What follows belongs to an exercise in optimizing a design on an open flow for small area and a short achievable clock period; a production flow would make more cautious choices.
Function was checked by simulation only, so behaviour that the tests miss may differ from the original.
Power figures rest on the tool's default switching activity, not on a simulated workload.

==> flow/design.v (excerpt) <==
module running_average #(
  parameter N = 4,
  parameter DATAWIDTH = 32
)(
  input   wire        clk,
  input   wire        reset,
  input   wire [DATAWIDTH -1 : 0] data_i,
  output  wire [DATAWIDTH -1 : 0] average_o
);
Size in the first run: about 640 cells after synthesis, ~66 I/O pins, about 0.0057 mm2 of cells after synthesis.
==> flow/config.mk <==
export PLATFORM = sky130hd
export DESIGN_NAME = running_average
export DESIGN_NICKNAME = running_average
export VERILOG_FILES = /design/flow/design.v
export SDC_FILE = /design/flow/constraint.sdc
export NUM_CORES = 4
export LEC_CHECK = 0
export CAP_MARGIN = 20
export CORE_MARGIN = 2
export CORE_UTILIZATION = 40
export CTS_BUF_LIST = sky130_fd_sc_hd__clkbuf_4 sky130_fd_sc_hd__clkbuf_8
export SETUP_SLACK_MARGIN = 0
export SLEW_MARGIN = 20
export SYNTH_HIERARCHICAL = 1
==> flow/constraint.sdc <==
create_clock -name core_clock -period 7.0 [get_ports {clk}]
set_input_delay 1.4000 -clock core_clock [delete_from_list [all_inputs] [get_ports {clk}]]
set_output_delay 1.4000 -clock core_clock [all_outputs]
set_load 0.01 [all_outputs]
standard.sh (not shown) runs the stock make flow with config.mk's settings and CLKGATE_MAP_FILE= SYNTH_SCRIPT=/design/flow/synth_recipe.tcl, a recipe that flattens the netlist after the stock synthesis.
==> flow/flow/run.sh <==
#!/bin/bash
set -euo pipefail
here=$(pwd)
DU_DEFAULT=$(cat flow/default_dont_use.txt)
DU_BIG=$(cat flow/big_cells.txt)
bash standard.sh DONT_USE_CELLS="$DU_DEFAULT $DU_BIG" synth > "$here/synth.log" 2>&1
args=()
if [[ -f flow/pnr_args.txt ]]; then
  while IFS= read -r line; do
    [[ -n "$line" && "$line" != \#* ]] && args+=("$line")
  done < flow/pnr_args.txt
fi
bash standard.sh "${args[@]}" finish > "$here/pnr.log" 2>&1
==> flow/flow/pnr_args.txt <==
BUFFER_PORTS_ARGS=-buffer_cell sky130_fd_sc_hd__buf_2
Other scripts of this flow, unchanged in this note and not shown: flow/flow/big_cells.txt, flow/flow/default_dont_use.txt
Rerun with:
==> flow/flow/pnr_args.txt (replaced) <==
- CTS_BUF_LIST: sky130_fd_sc_hd__clkbuf_4 sky130_fd_sc_hd__clkbuf_8 -> unset
- SETUP_SLACK_MARGIN: 0 -> 3.0
- TNS_END_PERCENT: unset -> 10
=> Synthesized area does not change. Power rises by about 24%. Hold slack is better by 0.0040 ns.
Rerun with:
==> flow/flow/pnr_args.txt (replaced) <==
BUFFER_PORTS_ARGS=-buffer_cell sky130_fd_sc_hd__buf_1
- CAP_MARGIN: 20 -> 0
- CORE_UTILIZATION: 40 -> 60
- CTS_BUF_LIST: unset -> sky130_fd_sc_hd__clkbuf_4 sky130_fd_sc_hd__clkbuf_8
- SETUP_SLACK_MARGIN: 3.0 -> 2.5
- SLEW_MARGIN: 20 -> 0
- TNS_END_PERCENT: 10 -> unset
Effect: Die area drops by a quarter to a third. Clock power drops by a quarter to a third. Clock-buffer cell count drops by 2. Worst setup slack is better by 0.0045 ns. Design area drops by roughly a tenth. Sequential power drops by a few percent. Total power drops by about a fifth. Global-route usage climbs by 5.8 points. Routed wire length drops by roughly a tenth.
Rerun with:
==> flow/flow/pnr_args.txt (replaced) <==
BUFFER_PORTS_ARGS=-buffer_cell sky130_fd_sc_hd__buf_2
- CAP_MARGIN: 0 -> 20
- CORE_UTILIZATION: 60 -> 40
- SETUP_SLACK_MARGIN: 2.5 -> 2.7
- SLEW_MARGIN: 0 -> 20
Result:
- worst setup slack improved by 0.12 ns
- clock skew is lower by 0.0053 ns
- design area increases by 11%
- power is higher by 13%
- area after synthesis stays the same
Rerun with:
==> flow/flow/pnr_args.txt (replaced) <==
- CTS_BUF_LIST: sky130_fd_sc_hd__clkbuf_4 sky130_fd_sc_hd__clkbuf_8 -> unset
- SETUP_SLACK_MARGIN: 2.7 -> 2.0
After rerunning: The new run passed the timing, design-rule and antenna checks; cell area fell slightly; power rose slightly; clock-buffer cell count fell by 2; combinational power fell by a few percent; die area does not change; flip-flop and latch count stays the same; fmax fell by roughly a tenth.

========
running_average, a different RTL version from the one above (not shown whole).
Size: ~96 flip-flops, ~66 I/O pins, about 0.0055 mm2 of cells after synthesis.
Settings: LEC_CHECK=0, CAP_MARGIN=0, CORE_MARGIN=2, CORE_UTILIZATION=60, CTS_BUF_LIST=sky130_fd_sc_hd__clkbuf_4 sky130_fd_sc_hd__clkbuf_8, SETUP_SLACK_MARGIN=2.5, SLEW_MARGIN=0, SYNTH_HIERARCHICAL=1; clock period 7.0 ns.
==> flow/flow/pnr_args.txt <==
BUFFER_PORTS_ARGS=-buffer_cell sky130_fd_sc_hd__buf_1
Scripts as last shown in full above: flow/flow/run.sh
Other scripts of this flow, unchanged in this note and not shown: flow/flow/big_cells.txt, flow/flow/default_dont_use.txt
Edit:
--- a/flow/config.mk
+++ b/flow/config.mk
@@ -8,5 +8,5 @@
 export CAP_MARGIN = 0
 export CORE_MARGIN = 2
-export CORE_UTILIZATION = 60
+export CORE_UTILIZATION = 75
 export CTS_BUF_LIST = sky130_fd_sc_hd__clkbuf_4 sky130_fd_sc_hd__clkbuf_8
 export SETUP_SLACK_MARGIN = 2.5
What happened: Power went up slightly; design area went down slightly; clock-buffer cell count stays the same; global-route usage went up by 9.6 points; clock power went down by a few percent; setup slack loses 93 ps; hold slack loses 7.0 ps; routed wire length went up by about a fifth.
Edit:
==> flow/flow/pnr_args.txt (replaced) <==
BUFFER_PORTS_ARGS=-buffer_cell sky130_fd_sc_hd__buf_1
RECOVER_POWER=100
--- a/flow/config.mk
+++ b/flow/config.mk
@@ -8,5 +8,5 @@
 export CAP_MARGIN = 0
 export CORE_MARGIN = 2
-export CORE_UTILIZATION = 75
+export CORE_UTILIZATION = 60
 export CTS_BUF_LIST = sky130_fd_sc_hd__clkbuf_4 sky130_fd_sc_hd__clkbuf_8
 export SETUP_SLACK_MARGIN = 2.5
The changed run reached the layout checks and failed them: max-capacitance violations, max-slew violations.
Global-route usage decreases by 9.6 points.
Routed wire length decreases by about 17%.
Core utilization decreases by 19 points.
Critical path depth increases by 1.
Total power decreases by 1.8%.

## static timing again, ports no longer ideal
The results above use ideal ports. As a check the final layouts listed here were re-extracted and re-timed, cells and wires unchanged. Step 1: set_driving_cell puts a clkbuf_16 on clk and a buf_2 on each other input, an assumption about the parent block. Step 2 moves the port delays by t, midway between the first and last clock arrival at a register: inputs arrive t later, outputs are due t later. That takes back most of the time a late clock gives input paths. Slacks: ideal / step 1 / step 2; pairs: ideal / step 1.
run	shift t [ns]	setup slack, ns	worst setup path at the end	slew at the worst register clock pin (ns)
the first run of note 1	0.399	1.505 / 1.485 / 1.485	input to output	0.10 / 0.10
the second run of note 1	0.387	2.591 / 2.544 / 2.481	input to register	0.07 / 0.07
the third run of note 1	0.389	2.596 / 2.574 / 2.533	input to register	0.10 / 0.10
the fourth run of note 1	0.403	2.720 / 2.686 / 2.573	input to register	0.09 / 0.09
the fifth run of note 1	0.385	2.048 / 2.023 / 2.023	input to output	0.07 / 0.07
the first run of note 2	0.394	2.564 / 2.538 / 2.343	input to register	0.10 / 0.10
the second run of note 2	0.402	2.470 / 2.439 / 2.350	input to register	0.10 / 0.10
the third run of note 2	0.391	2.234 / 2.245 / 1.854	input to register	0.10 / 0.10
The setup slack of the third run of note 2, which loses most, moves by +0.011 ns with the drivers and by -0.380 ns with both steps.
